From an optimization exercise on the open Yosys and OpenROAD flow, aimed at small area, a short achievable clock period and few clock cycles; shortcuts taken in it are not production practice. At most, simulation tests tie the RTL to the original design; equivalence was not proved.

north:
// ALU
module ALU #(
    parameter DATA_W = 32
)
(
    input                       i_clk,    
    input                       i_rst_n,  
    input                       i_valid,  
    input [DATA_W - 1 : 0]      i_A,      
    input [DATA_W - 1 : 0]      i_B,      
    input [         2 : 0]      i_inst,   
    output [2*DATA_W - 1 : 0]   o_data,   
    output                      o_done    
);
==> module ALU, before the edit <==
module ALU #(
    parameter DATA_W = 32
)
(
    input                       i_clk,    
    input                       i_rst_n,  
    input                       i_valid,  
    input [DATA_W - 1 : 0]      i_A,      
    input [DATA_W - 1 : 0]      i_B,      
    input [         2 : 0]      i_inst,   
    output [2*DATA_W - 1 : 0]   o_data,   
    output                      o_done    
);
    reg         s_ex, s_mul, s_mulf, s_div;
    reg         done;
    reg         y_hc;       
    reg         y_sx;       
    reg         y_dv;       
    reg         e_sum, e_slt, e_div;  
    reg         e_sub;      
    reg  [4:0]  cnt;
    reg  [31:0] hi, lo;     
    reg  [31:0] opb;        
    reg  [31:0] hc;         
    reg         cy;         
    reg         satf, sats; 
    reg         sltf;       
    wire        idle = ~(s_ex | s_mul | s_mulf | s_div);
    assign o_data = {hi, satf ? {sats, {31{~sats}}} : {lo[31:1], lo[0] | sltf}};
    assign o_done = done;
    wire [35:0] p0 = {4'd0, opb & {32{lo[0]}}};
    wire [35:0] p1 = {3'd0, opb & {32{lo[1]}}, 1'b0};
    wire [35:0] p2 = {2'd0, opb & {32{lo[2]}}, 2'b0};
    wire [35:0] p3 = {1'd0, opb & {32{lo[3]}}, 3'b0};
    wire [35:0] p4 = {4'd0, hi};
    wire [35:0] p5 = {4'd0, hc};
    wire [35:0] s1a = p0 ^ p1 ^ p2;
    wire [35:0] c1a = {((p0 & p1) | (p0 & p2) | (p1 & p2)), 1'b0};
    wire [35:0] s1b = p3 ^ p4 ^ p5;
    wire [35:0] c1b = {((p3 & p4) | (p3 & p5) | (p4 & p5)), 1'b0};
    wire [35:0] s2  = s1a ^ c1a ^ s1b;
    wire [35:0] c2  = {((s1a & c1a) | (s1a & s1b) | (c1a & s1b)), 1'b0};
    wire [35:0] s3  = s2 ^ c2 ^ c1b;
    wire [35:0] c3  = {((s2 & c2) | (s2 & c1b) | (c2 & c1b)), 1'b0};
    wire [4:0]  nib = {1'b0, s3[3:0]} + {1'b0, c3[3:0]} + {4'd0, cy};
    wire [31:0] xa    = hi;
    wire        xs    = y_sx & hi[31];
    wire [31:0] ya    = opb;
    wire        ys    = (y_sx & opb[31]) | y_dv;
    wire        ac    = y_dv | e_sub | (y_hc & cy);
    wire [32:0] sum;
    pfx_add #(33) u_add (.a({xs, xa}), .b({ys, ya}), .c(ac), .s(sum));
    integer k;
    reg  [31:0] brev;
    always @(*) for (k = 0; k < 32; k = k + 1) brev[k] = opb[31-k];
    wire [31:0] shin  = s_ex ? brev : i_A;
    wire [4:0]  shamt = s_ex ? cnt : i_B[4:0];
    wire        fill  = s_ex | i_A[31];    
    wire [63:0] shx   = {{32{fill}}, shin} >> shamt;
    reg  [31:0] bnorm;
    always @(*) for (k = 0; k < 32; k = k + 1) bnorm[k] = shx[31-k];
    wire        bbig  = |i_B[31:5];
    wire [31:0] sra   = bbig ? {32{i_A[31]}} : shx[31:0];
    wire [4:0]  clzb, clza;
    clz32 u_clzb (.x(i_B), .n(clzb));
    clz32 u_clza (.x(i_A), .n(clza));
    wire        bzero = ~|i_B;
    wire        mzero = bzero | ~|i_A;      
    wire [4:0]  dlz   = clzb - clza;
    wire        aless = clza > clzb;        
    wire        dp0   = clza == clzb;       
    wire        dnow  = bzero | aless;      
    wire        op_as  = (i_inst == 3'd0) | (i_inst == 3'd1);
    wire        op_sub = (i_inst == 3'd1) | (i_inst == 3'd4);
    wire        op_slt = (i_inst == 3'd4);
    wire        sgnd   = i_A[31] ^ i_B[31];   
    wire        op_lo  = (i_inst == 3'd2) | (i_inst == 3'd3) | (i_inst == 3'd5);  
    wire        op_mul = (i_inst == 3'd6);
    wire        op_div = (i_inst == 3'd7);
    reg  [31:0] lo_iss;
    always @(*) begin
        case (i_inst)
            3'd2:    lo_iss = i_A & i_B;
            3'd3:    lo_iss = i_A | i_B;
            3'd5:    lo_iss = sra;
            3'd6:    lo_iss = bzero ? 32'd0 : i_A;
            3'd7:    lo_iss = bzero ? 32'h7fffffff : 32'd0;
            3'd4:    lo_iss = 32'd0;
            default: lo_iss = i_A;
        endcase
    end
    wire        last  = (cnt == 5'd0);
    wire        rneg  = sum[32];
    wire        q     = ~sum[32];           
    wire        ovf   = sum[32] ^ sum[31];
    wire        go      = idle & i_valid;
    wire        n_ex    = go & ~op_lo & ~op_mul & ~(op_div & (dnow | dp0)) & ~(op_slt & sgnd);
    wire        n_mul   = (go & op_mul & ~mzero) | (s_mul & ~last);
    wire        n_mulf  = s_mul & last;
    wire        n_div   = (go & op_div & ~dnow & dp0) | (s_ex & e_div) | (s_div & ~last);
    wire        n_exdiv = go & op_div & ~dnow & ~dp0;    
    wire        n_done  = (go & (op_lo | (op_div & dnow) | (op_mul & mzero) | (op_slt & sgnd))) |
                          (s_ex & ~e_div) |
                          s_mulf | (s_div & last);
    always @(posedge i_clk or negedge i_rst_n) begin
        if (!i_rst_n) begin
            s_ex   <= 1'b0;
            s_mul  <= 1'b0;
            s_mulf <= 1'b0;
            s_div  <= 1'b0;
            done   <= 1'b0;
        end else begin
            s_ex   <= n_ex;
            s_mul  <= n_mul;
            s_mulf <= n_mulf;
            s_div  <= n_div;
            done   <= n_done;
        end
    end
    always @(posedge i_clk) begin
        y_hc  <= n_mulf;
        y_sx  <= n_ex & ~op_div;
        y_dv  <= n_div;
        cy    <= idle ? 1'b0 : nib[4];
        e_sum <= op_as;
        e_slt <= (i_inst == 3'd4);
        e_div <= op_div;
        e_sub <= idle & op_sub;
        hc   <= idle ? 32'd0 : c3[35:4];
        cnt  <= idle ? (i_inst[0] ? dlz : 5'd7) : s_ex ? cnt : cnt - 5'd1;
        satf <= s_ex & e_sum & ovf;
        sats <= rneg;
        sltf <= (s_ex & e_slt & rneg) | (go & op_slt & sgnd & i_A[31]);
        hi <= ({32{idle & (op_as | op_sub | op_div) & ~(op_slt & sgnd)}} & i_A) |
              ({32{s_mul}} & s3[35:4]) |
              ({32{s_ex & e_div}} & hi) |
              ({32{s_mulf | (s_div & q)}} & sum[31:0]) |
              ({32{s_div & ~q}} & hi);
        if (idle)        lo <= lo_iss;
        else if (s_ex)   lo <= {32{e_sum}} & sum[31:0];
        else if (s_mul)  lo <= {nib[3:0], lo[31:4]};
        else if (s_div)  lo <= {lo[30:0], q};
        if (idle)        opb <= i_B ^ {32{op_sub | op_div}};
        else if (s_ex)   opb <= bnorm;
        else if (s_mul & last) opb <= c3[35:4];      
        else if (s_div)  opb <= {1'b1, opb[31:1]};
    end
endmodule
export LEC_CHECK = 0
export CAP_MARGIN = 20
export CORE_MARGIN = 2
export CORE_UTILIZATION = 40
export SETUP_SLACK_MARGIN = 3.0
export SLEW_MARGIN = 20
create_clock -name core_clock -period 7.0 [get_ports {i_clk}]
standard.sh (not shown) runs the stock make flow with config.mk's settings and CLKGATE_MAP_FILE= SYNTH_SCRIPT=/design/flow/synth_recipe.tcl, a recipe that flattens the netlist after the stock synthesis.
==> flow/flow/run.sh <==
#!/bin/bash
# The standard layout (the standard.sh: ORFS synthesis to final layout),
# with one ORFS setting changed: the port buffers are buf_2 cells instead of
# the resizer's default pick (a delay cell); every input and output port
# still gets a buffer.
set -euo pipefail
export BUFFER_PORTS_ARGS="-buffer_cell sky130_fd_sc_hd__buf_2"
bash standard.sh > standard.log 2>&1
Every stage of the flow completed for north, and the final layout passed the timing, DRC and antenna checks.
Testbench counts of north, summed over its fixed seeds: cycles 9,006.
Modified inputs, south compared to north
--- a/flow/design.v
+++ b/flow/design.v
@@ -69,41 +69,37 @@
     wire [4:0]  dlz   = clzb - clza;
     wire        aless = clza > clzb;        
     wire        dp0   = clza == clzb;       
     wire        dnow  = bzero | aless;      
     wire        op_as  = (i_inst == 3'd0) | (i_inst == 3'd1);
     wire        op_sub = (i_inst == 3'd1) | (i_inst == 3'd4);
-    wire        op_slt = (i_inst == 3'd4);
-    wire        sgnd   = i_A[31] ^ i_B[31];   
     wire        op_lo  = (i_inst == 3'd2) | (i_inst == 3'd3) | (i_inst == 3'd5);  
     wire        op_mul = (i_inst == 3'd6);
     wire        op_div = (i_inst == 3'd7);
     reg  [31:0] lo_iss;
     always @(*) begin
         case (i_inst)
             3'd2:    lo_iss = i_A & i_B;
             3'd3:    lo_iss = i_A | i_B;
             3'd5:    lo_iss = sra;
             3'd6:    lo_iss = bzero ? 32'd0 : i_A;
             3'd7:    lo_iss = bzero ? 32'h7fffffff : 32'd0;
-            3'd4:    lo_iss = 32'd0;
             default: lo_iss = i_A;
         endcase
     end
     wire        last  = (cnt == 5'd0);
     wire        rneg  = sum[32];
     wire        q     = ~sum[32];           
     wire        ovf   = sum[32] ^ sum[31];
     wire        go      = idle & i_valid;
-    wire        n_ex    = go & ~op_lo & ~op_mul & ~(op_div & (dnow | dp0)) & ~(op_slt & sgnd);
+    wire        n_ex    = go & ~op_lo & ~op_mul & ~(op_div & (dnow | dp0));
     wire        n_mul   = (go & op_mul & ~mzero) | (s_mul & ~last);
     wire        n_mulf  = s_mul & last;
     wire        n_div   = (go & op_div & ~dnow & dp0) | (s_ex & e_div) | (s_div & ~last);
     wire        n_exdiv = go & op_div & ~dnow & ~dp0;    
-    wire        n_done  = (go & (op_lo | (op_div & dnow) | (op_mul & mzero) | (op_slt & sgnd))) |
-                          (s_ex & ~e_div) |
+    wire        n_done  = (go & (op_lo | (op_div & dnow) | (op_mul & mzero))) | (s_ex & ~e_div) |
                           s_mulf | (s_div & last);
     always @(posedge i_clk or negedge i_rst_n) begin
         if (!i_rst_n) begin
             s_ex   <= 1'b0;
             s_mul  <= 1'b0;
             s_mulf <= 1'b0;
@@ -127,14 +123,14 @@
         e_div <= op_div;
         e_sub <= idle & op_sub;
         hc   <= idle ? 32'd0 : c3[35:4];
         cnt  <= idle ? (i_inst[0] ? dlz : 5'd7) : s_ex ? cnt : cnt - 5'd1;
         satf <= s_ex & e_sum & ovf;
         sats <= rneg;
-        sltf <= (s_ex & e_slt & rneg) | (go & op_slt & sgnd & i_A[31]);
-        hi <= ({32{idle & (op_as | op_sub | op_div) & ~(op_slt & sgnd)}} & i_A) |
+        sltf <= s_ex & e_slt & rneg;
+        hi <= ({32{idle & (op_as | op_sub | op_div)}} & i_A) |
               ({32{s_mul}} & s3[35:4]) |
               ({32{s_ex & e_div}} & hi) |
               ({32{s_mulf | (s_div & q)}} & sum[31:0]) |
               ({32{s_div & ~q}} & hi);
         if (idle)        lo <= lo_iss;
         else if (s_ex)   lo <= {32{e_sum}} & sum[31:0];
Results
south falls short of north in maximum frequency.
A endpoint of the worst setup timing path of lo[0] is what north shows, while lo[11] belongs to south.
Cmp north and south / setup slack / lower: south
NOTE cell area north->south increased slightly
For the sequential share of layout area, south came in 0.25 points lower than north did.
Diff north -> south: global-route total usage across every layer lost 0.96 points.
The count of boundary I/O pins on north is in line with that on south.
The RTL of south was laid out without a check of its function.

afterwards: timing with drivers on the ports:
The flow's constraints put no driver on any port. The routed layouts listed below were extracted and timed again, unchanged, in two steps. Step 1 sets driving cells, clkbuf_16 on the clock port and buf_2 on the other inputs (assumed; they add their load-dependent delay and slew). Step 2, shift: input delay + t, output delay - t, t = (earliest + latest rising clock arrival at the registers) / 2. This alone moves slack from input paths to output paths. Three values: no drivers, after step 1, after step 2; two values: the first two.
| run | t (ns) | setup slack, ns | hold slack, ns |
|---|---|---|---|
| north | 0.560 | 2.966 / 2.999 / 2.439 | 0.595 / 0.595 / 0.595 |
| south | 0.532 | 2.926 / 2.966 / 2.433 | 0.527 / 0.527 / 0.527 |
After both steps setup and hold are still met in every run listed. The setup slack of north, which loses most, moves by +0.033 ns with the drivers and by -0.527 ns with both steps.
